Background: an optimization exercise with open tools, aiming at small area. Do not read the settings as production practice. No functional check of the RTL was part of this run. No activity file was given, so power comes from the tool's default toggle rates.

==> design/flow/design.v <==
module reg_block(
  input        rst_n,
  input        clk,
  input        req,
  input        wr_en,
  input  [7:0] addr,
  input  [7:0] wr_data,
  output logic [7:0] rd_data,
  input      signed [7:0] I_adc_data,
  output reg signed [7:0] O_coef0,
  output reg signed [7:0] O_coef1,
  output reg signed [7:0] O_coef2,
  output reg signed [7:0] O_coef_div,
  output reg [1:0] O_decimation_ratio,
  output reg O_conv_en
);
  localparam ADDR_COEF0    = 0;
  localparam ADDR_COEF1    = 1;
  localparam ADDR_COEF2    = 2;
  localparam ADDR_DIV      = 3;
  localparam ADDR_COEF_CIC = 4;
  localparam ADDR_CHIP_ID  = 5;
  localparam ADDR_CONTROL  = 6;
  localparam ADDR_OUTPUT   = 7;
  wire  [7:0] chip_id = 8'hA5;			 
  always_ff @(posedge clk, negedge rst_n) begin
    if(!rst_n) begin
      O_coef0 <= 8'sd01;     
    end else begin
      if(req && wr_en && (addr == ADDR_COEF0)) begin
        O_coef0 <= wr_data;
      end
    end
  end
  always_ff @(posedge clk, negedge rst_n) begin
    if(!rst_n) begin
      O_coef1 <= 8'sd00;     
    end else begin
      if(req && wr_en && (addr == ADDR_COEF1)) begin
        O_coef1 <= wr_data;
      end
    end
  end
  always_ff@(posedge clk, negedge rst_n) begin
    if(!rst_n) begin
      O_coef2 <= 8'sd00;
    end else begin
      if(req && wr_en && (addr == ADDR_COEF2)) begin
        O_coef2 <= wr_data;
      end
    end
  end
  always_ff@(posedge clk, negedge rst_n) begin
    if(!rst_n) begin
      O_coef_div <= 8'sd00;
    end else begin
      if(req && wr_en && (addr == ADDR_DIV)) begin
        O_coef_div <= wr_data;
      end
    end
  end
  always_ff@(posedge clk, negedge rst_n) begin
    if(!rst_n) begin
      O_decimation_ratio <= 2'd01;
    end else begin
      if(req && wr_en && (addr == ADDR_COEF_CIC)) begin
        O_decimation_ratio <= wr_data[1:0];
      end
    end
  end
  always_ff@(posedge clk, negedge rst_n) begin
    if(!rst_n) begin
      O_conv_en <= 1'd00;
    end else begin
      if(req && wr_en && (addr == ADDR_CONTROL)) begin
        O_conv_en <= wr_data[0:0];
      end
    end
  end
  always_comb begin
    case(addr)
      ADDR_COEF0:    rd_data = O_coef0;
      ADDR_COEF1:    rd_data = O_coef1;
      ADDR_COEF2:    rd_data = O_coef2;
      ADDR_DIV:      rd_data = O_coef_div;
      ADDR_COEF_CIC: rd_data = {6'd0, O_decimation_ratio};
      ADDR_CHIP_ID:  rd_data = chip_id;
      ADDR_OUTPUT:   rd_data = I_adc_data;
      default:       rd_data = 'h0;	 
    endcase
  end
endmodule
module fsm(
  input        clk,
  input        rst_n,
  input        conv_en,
  output reg adc_en,
  output reg cic_en,
  output reg cic_clr,
  output reg fir_en
);
  enum reg {IDLE, ACTIVE} state;
  always_ff @(posedge clk, negedge rst_n) begin
    if(!rst_n) begin
      state <= IDLE;
      adc_en <= 1'b0;
      cic_en <= 1'b0;
      fir_en <= 1'b0;
      cic_clr <= 1'b0;   
    end else begin
      case(state)
        IDLE: begin
          if(conv_en) begin
            state <= ACTIVE;
            adc_en <= 1'b1;
            cic_en <= 1'b1;
            fir_en <= 1'b1;
          end
        end
        ACTIVE: begin
          if(!conv_en) begin
            state <= IDLE;
            adc_en <= 1'b0;
            cic_en <= 1'b0;
            fir_en <= 1'b0;
          end
        end
        default: begin
          state <= IDLE;
          adc_en <= 1'b0;
          cic_en <= 1'b0;
          fir_en <= 1'b0;
        end
      endcase
    end
  end
endmodule
module cic #(
	parameter ORDER = 3,
	parameter MIN_DEC_RATE = 1,
	parameter MAX_DEC_RATE = 8,
	parameter INPUT_WIDTH = 8,
	parameter INPUT_FRAC_WIDTH = 7,
	parameter OUTPUT_WIDTH = 8,
	parameter OUTPUT_FRAC_WIDTH = 7
)
(
	input resetn,
	input clk,
	input clear,
	input enable,
    input signed [INPUT_WIDTH-1:0] data_in,	 
	input data_in_ready,
	input [$clog2($clog2(MAX_DEC_RATE+1))-1:0] filter_dec_factor,
	output reg data_out_ready,
	output reg signed [OUTPUT_WIDTH-1:0] data_out
);
	localparam int FULL_WIDTH = INPUT_WIDTH + 9;
	localparam int INT0_WIDTH = FULL_WIDTH;
	localparam int INT1_WIDTH = FULL_WIDTH;
	localparam int INT2_WIDTH = FULL_WIDTH;
	localparam int COMB1_WIDTH = FULL_WIDTH;
	localparam int COMB2_WIDTH = FULL_WIDTH;
	localparam int TRUNC_LSB = COMB2_WIDTH - (INPUT_WIDTH - INPUT_FRAC_WIDTH) - OUTPUT_FRAC_WIDTH;
	reg signed [INT0_WIDTH-1:0] cic_int_0;
	reg signed [INT1_WIDTH-1:0] cic_int_1;
	reg signed [INT2_WIDTH-1:0] cic_int_2;
	reg signed [COMB1_WIDTH-1:0] cic_comb_1;
	reg signed [COMB2_WIDTH-1:0] cic_comb_2;
	logic signed [COMB1_WIDTH-1:0] cic_comb_out_1;
	logic signed [COMB2_WIDTH-1:0] cic_comb_out_2;
	reg [$clog2(MAX_DEC_RATE)-1:0] cic_dec_factor_counter;
	logic signed [OUTPUT_WIDTH-1:0] truncated_data_out;
	always_comb begin
		cic_comb_out_1 = cic_int_2 - cic_comb_1;
		cic_comb_out_2 = cic_comb_out_1 - cic_comb_2;
		truncated_data_out = cic_comb_out_2[(OUTPUT_WIDTH-1)+TRUNC_LSB:TRUNC_LSB];
		truncated_data_out += $unsigned(cic_comb_out_2[TRUNC_LSB-1]);
	end
	always_ff @(posedge clk, negedge resetn) begin
		if(!resetn) begin
			cic_dec_factor_counter <= 'd0;
			data_out_ready <= 1'b0;
			data_out <= 'sd0;
			cic_int_0 <= 'sd0;
			cic_int_1 <= 'sd0;
			cic_int_2 <= 'sd0;
			cic_comb_1 <= 'sd0;
			cic_comb_2 <= 'sd0;
		end else if(clear) begin
			cic_dec_factor_counter <= 'd0;
			data_out_ready <= 1'b0;
			data_out <= 'sd0;
			cic_int_0 <= 'sd0;
			cic_int_1 <= 'sd0;
			cic_int_2 <= 'sd0;
			cic_comb_1 <= 'sd0;
			cic_comb_2 <= 'sd0;
		end else if(enable) begin
			data_out_ready <= 1'b0;
			if(data_in_ready) begin
				case(filter_dec_factor)
					0: cic_int_0 <= cic_int_0 + (data_in <<< 9);
					1: cic_int_0 <= cic_int_0 + (data_in <<< 6);
					2: cic_int_0 <= cic_int_0 + (data_in <<< 3);
					default: cic_int_0 <= cic_int_0 + data_in;
				endcase
				cic_int_1 <= cic_int_1 + cic_int_0;
				cic_int_2 <= cic_int_2 + cic_int_1;
				if(cic_dec_factor_counter == (2**filter_dec_factor-1)) begin
					cic_dec_factor_counter <= 'd0;
					cic_comb_1 <= cic_int_2;
					cic_comb_2 <= cic_comb_out_1;
					cic_int_2 <= cic_int_1;
					data_out_ready <= 1'b1;
					data_out <= truncated_data_out;
				end else begin
					cic_dec_factor_counter <= cic_dec_factor_counter + 1'b1;
				end
			end
		end
	end
endmodule
module fir  #(parameter WIDTH = 8)(
  input clk,
  input reset_n,
  input enable,
  input                          in_ready, 
  input  signed [WIDTH-1:0]      data_in, 
  output reg signed [WIDTH-1:0]  data_out,
  output reg                     out_ready,
  input  signed [WIDTH-1:0]      coef0,
  input  signed [WIDTH-1:0]      coef1,
  input  signed [WIDTH-1:0]      coef2,
  input  signed [WIDTH-1:0]       div
);
  localparam ACCUM_WIDTH      = WIDTH+WIDTH+WIDTH+2;    
  localparam ACCUM_FRAC_WIDTH = (WIDTH-1)+(WIDTH-1)+(WIDTH-1);
  reg [WIDTH-1:0] data_in_reg[0:1];         
  logic signed [ACCUM_WIDTH-1:0] accum_data;
  always_comb begin
    if(enable && in_ready) begin
      accum_data <= coef0 * data_in + coef1 * data_in_reg[0] + coef2 * data_in_reg[1];
    end
    else begin
      accum_data <= 'sd0;
    end
  end
  always @(posedge clk, negedge reset_n) begin
    if(!reset_n) begin
      data_in_reg[0] <= 0;
      data_in_reg[1] <= 0;
      data_out <= 'd0;
      out_ready <= 1'b0;
    end else if(enable && in_ready) begin
      data_in_reg[1] <= data_in_reg[0];
      data_in_reg[0] <= data_in;
      data_out <= accum_data >>> div;
      out_ready <= 1'b1;
    end else if(!enable) begin
      data_in_reg[0] <= 0;
      data_in_reg[1] <= 0;
      data_out <= 'd0;
      out_ready <= 1'b0;
    end else begin
    end
  end
endmodule
module datapath (
  input clk, 
  input reset_n, 
  input data_ready, 
  input  signed [7:0] data_in, 
  output signed [7:0] data_filtered,
  output filtered_ready,
  input cic_en,
  input fir_en,
  input clr_cic,
  input signed [7:0] coef0,
  input signed [7:0] coef1,
  input signed [7:0] coef2,
  input signed [7:0] div,
  input signed [1:0] decimation_ratio
);
  wire signed [7:0] data_cic;
  wire cic_ready;
  cic cic_u(.clk(clk), .resetn(reset_n), .clear(clr_cic), .enable(cic_en),	 
            .data_in_ready(data_ready), .data_in(data_in), .filter_dec_factor(decimation_ratio),   
            .data_out_ready(cic_ready), .data_out(data_cic)                  
            );
  fir fir_u(.clk(clk), .reset_n(reset_n), .enable(fir_en),                   
            .in_ready(cic_ready), .data_in(data_cic),                        
            .coef0(coef0), .coef1(coef1), .coef2(coef2), 
            .div(div),
            .data_out(data_filtered), .out_ready(filtered_ready)             
           );
endmodule
module digital_top(
  input wire reset_n,
  input wire clk,
  input  wire       reg_req,
  input  wire       reg_wr1rd0,
  input  wire [7:0] reg_address,
  input  wire [7:0] reg_wr_data,
  output wire [7:0] reg_rd_data,
  output logic      adc_convert,     
  input  logic      adc_ready,
  input  logic[7:0] adc_q,           
  output wire [7:0] adc_filtered,
  output wire       filtered_ready
);
  wire signed  [7:0] O_coef0;
  wire signed  [7:0] O_coef1;
  wire signed  [7:0] O_coef2;
  wire signed  [7:0] O_div;
  wire   [1:0] O_decimation_ratio;
  wire   conv_en, cic_en, cic_clr, fir_en;
  reg_block u_regs(.rst_n(reset_n), .clk(clk),
                   .req(reg_req), .wr_en(reg_wr1rd0), .addr(reg_address), .wr_data(reg_wr_data), .rd_data(reg_rd_data),
                   .O_coef0(O_coef0), .O_coef1(O_coef1), .O_coef2(O_coef2), .O_coef_div(O_div),
                   .O_decimation_ratio(O_decimation_ratio), .O_conv_en(conv_en),
                   .I_adc_data(adc_filtered)
                  );
  fsm u_fsm(.clk(clk), .rst_n(reset_n),
            .conv_en(conv_en),
            .adc_en(adc_convert),
            .cic_en(cic_en), .cic_clr(cic_clr),
            .fir_en(fir_en)
           );
  datapath u_datapath(.clk(clk), .reset_n(reset_n),
                      .data_ready(adc_ready), .data_in(adc_q), .data_filtered(adc_filtered), .filtered_ready(filtered_ready),
                      .cic_en(cic_en), .fir_en(fir_en), .clr_cic(cic_clr),
                      .coef0(O_coef0), .coef1(O_coef1), .coef2(O_coef2), .div(O_div), .decimation_ratio(O_decimation_ratio)
                     );
endmodule
==> design/flow/run.sh <==
#!/bin/bash
# synth_recipe.tcl (not shown) runs the flow's synth.tcl, then flattens the netlist and writes it again
# the make line also repeats each setting of config.mk as NAME=value (left out here)
make -C /OpenROAD-flow-scripts/flow DESIGN_CONFIG=/design/flow/config.mk WORK_HOME=/design/flow/orfs CLKGATE_MAP_FILE= SYNTH_SCRIPT=/design/flow/synth_recipe.tcl finish
==> design/flow/config.mk <==
export PLATFORM = sky130hd
export DESIGN_NAME = digital_top
export DESIGN_NICKNAME = digital_top
export VERILOG_FILES = /design/flow/design.v
export SDC_FILE = /design/flow/constraint.sdc
export NUM_CORES = 4
export LEC_CHECK = 0
export CAP_MARGIN = 20
export CORE_MARGIN = 2
export CORE_UTILIZATION = 40
export SLEW_MARGIN = 20
==> design/flow/constraint.sdc <==
create_clock -name core_clock -period 8.0 [get_ports {clk}]
set_input_delay 1.6000 -clock core_clock [delete_from_list [all_inputs] [get_ports {clk}]]
set_output_delay 1.6000 -clock core_clock [all_outputs]
set_load 0.01 [all_outputs]
==> run summary <==
[synthesized netlist by cell type, types with 32 or more instances]
master                     number
sky130_fd_sc_hd__and2_1       123
sky130_fd_sc_hd__nand2_1      254
sky130_fd_sc_hd__fa_1         168
sky130_fd_sc_hd__xor2_1        33
sky130_fd_sc_hd__o21ai_0      116
sky130_fd_sc_hd__clkbuf_1      85
sky130_fd_sc_hd__ha_1         202
sky130_fd_sc_hd__mux2_2        46
sky130_fd_sc_hd__dfrtp_1      157
sky130_fd_sc_hd__nor3_1        32
sky130_fd_sc_hd__inv_1        244
sky130_fd_sc_hd__a21oi_1       82
sky130_fd_sc_hd__xnor2_1       68
sky130_fd_sc_hd__nor2_1       100
sky130_fd_sc_hd__nor2b_1       34
sky130_fd_sc_hd__mux2i_1       44
[worst max-delay path by stage]
stage                      startpoint                           end  slack (ps)  cells past startpoint
floorplan           u_regs.O_coef2[4]  u_datapath.fir_u.data_out[2]        1250                     23
global placement    u_regs.O_coef0[0]  u_datapath.fir_u.data_out[1]         920                     22
detailed placement  u_regs.O_coef0[0]  u_datapath.fir_u.data_out[1]         840                     22
CTS                 u_regs.O_coef0[0]  u_datapath.fir_u.data_out[1]         810                     22
global route        u_regs.O_coef0[0]  u_datapath.fir_u.data_out[1]         490                     22
finish              u_regs.O_coef0[0]  u_datapath.fir_u.data_out[1]         760                     22
[per-layer routing]
metal / track usage [%] / up-vias / wire [um]
met5: 0 / - / 0
met4: 8.75 / 0 / 1870
met3: 2.31 / 95 / 1870
met2: 35.9 / 336 / 24900
met1: 28.1 / 7287 / 22200
li1: - / 7024 / -
[cell families after synthesis]
family,count (synthesis),share of synthesized area (%)
AOI/OAI and AO/OA,398,13.7
xor gates and xnor gates,101,4.70
adders and majority gates,371,31.4
buffers and inverters,338,6.75
DFF,159,21.2
muxes,93,5.45
and+or+nand+nor,649,16.9
[critical path: stages, from the launching register on]
cell and delay [ps]:
sky130_fd_sc_hd__dfstp_2 620, sky130_fd_sc_hd__nand2_1 110, sky130_fd_sc_hd__fa_1 530, sky130_fd_sc_hd__fa_1 630, sky130_fd_sc_hd__fa_1 460, sky130_fd_sc_hd__fa_1 510
sky130_fd_sc_hd__inv_1 50, sky130_fd_sc_hd__fa_1 470, sky130_fd_sc_hd__inv_1 50, sky130_fd_sc_hd__fa_1 530, sky130_fd_sc_hd__inv_1 60, sky130_fd_sc_hd__fa_1 510
sky130_fd_sc_hd__ha_1 350, sky130_fd_sc_hd__a21o_1 160, sky130_fd_sc_hd__a21oi_1 260, sky130_fd_sc_hd__o21a_1 190, sky130_fd_sc_hd__o31a_1 350, sky130_fd_sc_hd__mux2i_1 260
sky130_fd_sc_hd__nand2_1 120, sky130_fd_sc_hd__mux4_2 500, sky130_fd_sc_hd__a21oi_1 170, sky130_fd_sc_hd__a21oi_1 70, sky130_fd_sc_hd__a2bb2oi_1 150
[cell type report]
cell class / instances / area, um2
clock buffers: 18 / 429
flip-flops and latches: 159 / 3980
clock inverters: 13 / 150
inverters: 244 / 916
fillers: 4577 / 26100
well taps: 607 / 759
repair buffers: 58 / 556
multi-input cells: 1612 / 13600
[power breakdown]
part / internal, mW / switching [mW]
registers: 0.993 / 0.270
logic: 1.73 / 2.24
clock network: 0.441 / 0.408
total: 3.16 / 2.92
[through the flow]
stage / utilization (%) / instance area [um2] / cells / hold slack (ps)
6_report: 43.9 / 20400 / 2711 / 411
5_1_grt: 43.9 / 20400 / 2711 / 437
4_1_cts: 43.9 / 20400 / 2711 / 414
3_5_place_dp: 42.6 / 19800 / 2680 / 399
3_3_place_gp: 42.6 / 19800 / 2680 / 403
2_1_floorplan: - / 18800 / 2109 / 375
==> out/summary.txt <==
=================================================================================
Number of maximum-capacitance violations ...........................            0
Number of port buffers .............................................           46
Nets@finish ........................................................         2491
Boundary Pins ......................................................           47
Total inserted antenna cells .......................................            0
Top post-synthesis cells by area ................................... sky130_fd_sc_hd__dfrtp_1 21%, sky130_fd_sc_hd__fa_1 18%, sky130_fd_sc_hd__ha_1 13%
Most used cells in the layout excluding fill and tap cells ......... 253 x sky130_fd_sc_hd__nand2_1, 244 x sky130_fd_sc_hd__inv_1, 202 x sky130_fd_sc_hd__ha_1
Endpoints failing hold .............................................            0
Wire length per cell after detailed routing ........................      18.7 um
Post-CTS Hold Buffers ..............................................            0
Max-slew violation count ...........................................            0
Synthesized area ...................................................    18800 um2
Flop and latch count out of synthesis ..............................          159
CTS tree ...........................................................        built
Clock Tree Root .................................................... sky130_fd_sc_hd__clkbuf_16
Largest fanout on the critical path ................................           10
Placer Congestion ..................................................        0.906
Worst slew slack as a fraction of its limit ........................        36.0%
Count of final setup violators .....................................            0
F_max ..............................................................    0.138 GHz
Number of vias in the routed layout ................................        14742
Yosys cell types ...................................................           82
Width of the die ...................................................       221 um
Drt drc ............................................................            0
Library cell occupying the most area in the post-synthesis netlist . sky130_fd_sc_hd__dfrtp_1
Y dimension of the die .............................................       221 um
Worst setup path class ............................................. flop to flop
Via count of the first global-routing pass .........................        14981
Antenna-violating nets left ........................................            0
Inserted Clock Buffers .............................................           17
Critical R2R Capture ............................................... u_datapath.fir_u.data_out[1]
Total number of clock tree sinks ...................................          159
Clk slew on worst S/H paths ........................................        70 ps
Largest clock skew in the final design .............................      12.7 ps
Grt total ovfl .....................................................            0
Wire length of the first global-routing pass .......................     82900 um
Worst setup margin .................................................       762 ps
Average vias per placed instance ...................................         5.44
Arrival time worst endpoint ........................................      7590 ps
Min-Delay Endpoint .................................................  u_fsm.state
Fraction of synthesized cell area taken by the top area cell type ..        20.9%
Setup repair bufs after CTS ........................................            0
Placeable Area .....................................................    46500 um2
Share of synthesized registers carrying an async set or reset ......         100%
Most common library cell in the layout ignoring fill and taps ...... sky130_fd_sc_hd__nand2_1
Yosys Warn Count ...................................................            5
Min Tclk post-route ................................................      7240 ps
Top FF cell, synth ................................................. sky130_fd_sc_hd__dfrtp_1
Static Leak ........................................................      9.31 nW
Path category of the worst min-delay check ......................... flop to flop
Violation count after the first detailed-route iteration ...........          938
Worst hold path stage count ........................................            0
Post-synthesis average cell area ...................................     8.92 um2
Required time of the critical path .................................      8350 ps
Gr usage total .....................................................        21.4%
Worst voltage drop across the vdd grid .............................     0.314 mV
Hold wc startpoint ................................................. u_regs.O_conv_en
Unrepaired setup endpoints after global routing ....................           no
DPL Wire Length ....................................................     40400 um
Worst-case clock buffer depth ......................................            2
Number of rows created at floorplan ................................           79
Final worst-path cycle share .......................................        90.5%
Area Growth Syn to Fin .............................................        8.26%
Count of TritonRoute iterations in the first routing pass ..........            5
Largest net degree at the start of global routing ..................           90
Transition time at the pin with the least slew margin ..............       960 ps
Antenna violations before repair ...................................            0
Level count of the clock H-tree ....................................            4
Post-synthesis net count ...........................................         2508
Startpoint types ...................................................         flop
Skew-Pair Late Insertion Delay .....................................       470 ps
Reg-to-reg setup timing slack ......................................       760 ps
Number of synthesized flops with an enable pin .....................            0
Sequential share of the synthesized area ...........................        21.2%
Full die area ......................................................    48800 um2
Number of cell instances on the worst register-to-register path ....           22
Total design power .................................................      6.08 mW
WL final ...........................................................     50800 um
Final total negative setup slack ...................................         0 ps
RR Startpoint ...................................................... u_regs.O_coef0[0]
Share of cells above drive strength 1 ..............................        5.70%
Starting Density ...................................................        40.5%
Gate Count Post-Synth ..............................................         2109
Power per unit of standard cell area ...............................   298 nW/um2
Post-cts resize count ..............................................            0
Run status ......................................................... finished clean
Post-place setup slack .............................................       837 ps
Worst setup EP type ................................................         flop
=================================================================================

[static timing again, ports no longer ideal]
The results above use ideal ports. As a check the final layout listed here was re-extracted and re-timed, cells and wires unchanged.
Step 1 (the two cells are an assumption about what drives the block):
set clk [get_ports {clk}]
set_driving_cell -lib_cell sky130_fd_sc_hd__clkbuf_16 $clk
set_driving_cell -lib_cell sky130_fd_sc_hd__buf_2 [delete_from_list [all_inputs] $clk]
Step 2 times the ports against the registers' clock, not the clock port: input delays grow and output delays shrink by t, the midpoint of the rising clock arrivals with the driver on.
Three values: ideal ports, drivers, drivers and shift; two values: the first two.
t (ns): 0.509
setup WS [ns]: 0.762 / 0.762 / 0.762
worst setup path at the end: register to register
latest minus earliest clock arrival (ns): 0.014 / 0.014
worst register clock-pin slew, ns: 0.08 / 0.08
After both steps setup and hold are still met in this run. The setup slack of this run moves by 0.000 ns with the drivers and by 0.000 ns with both steps.
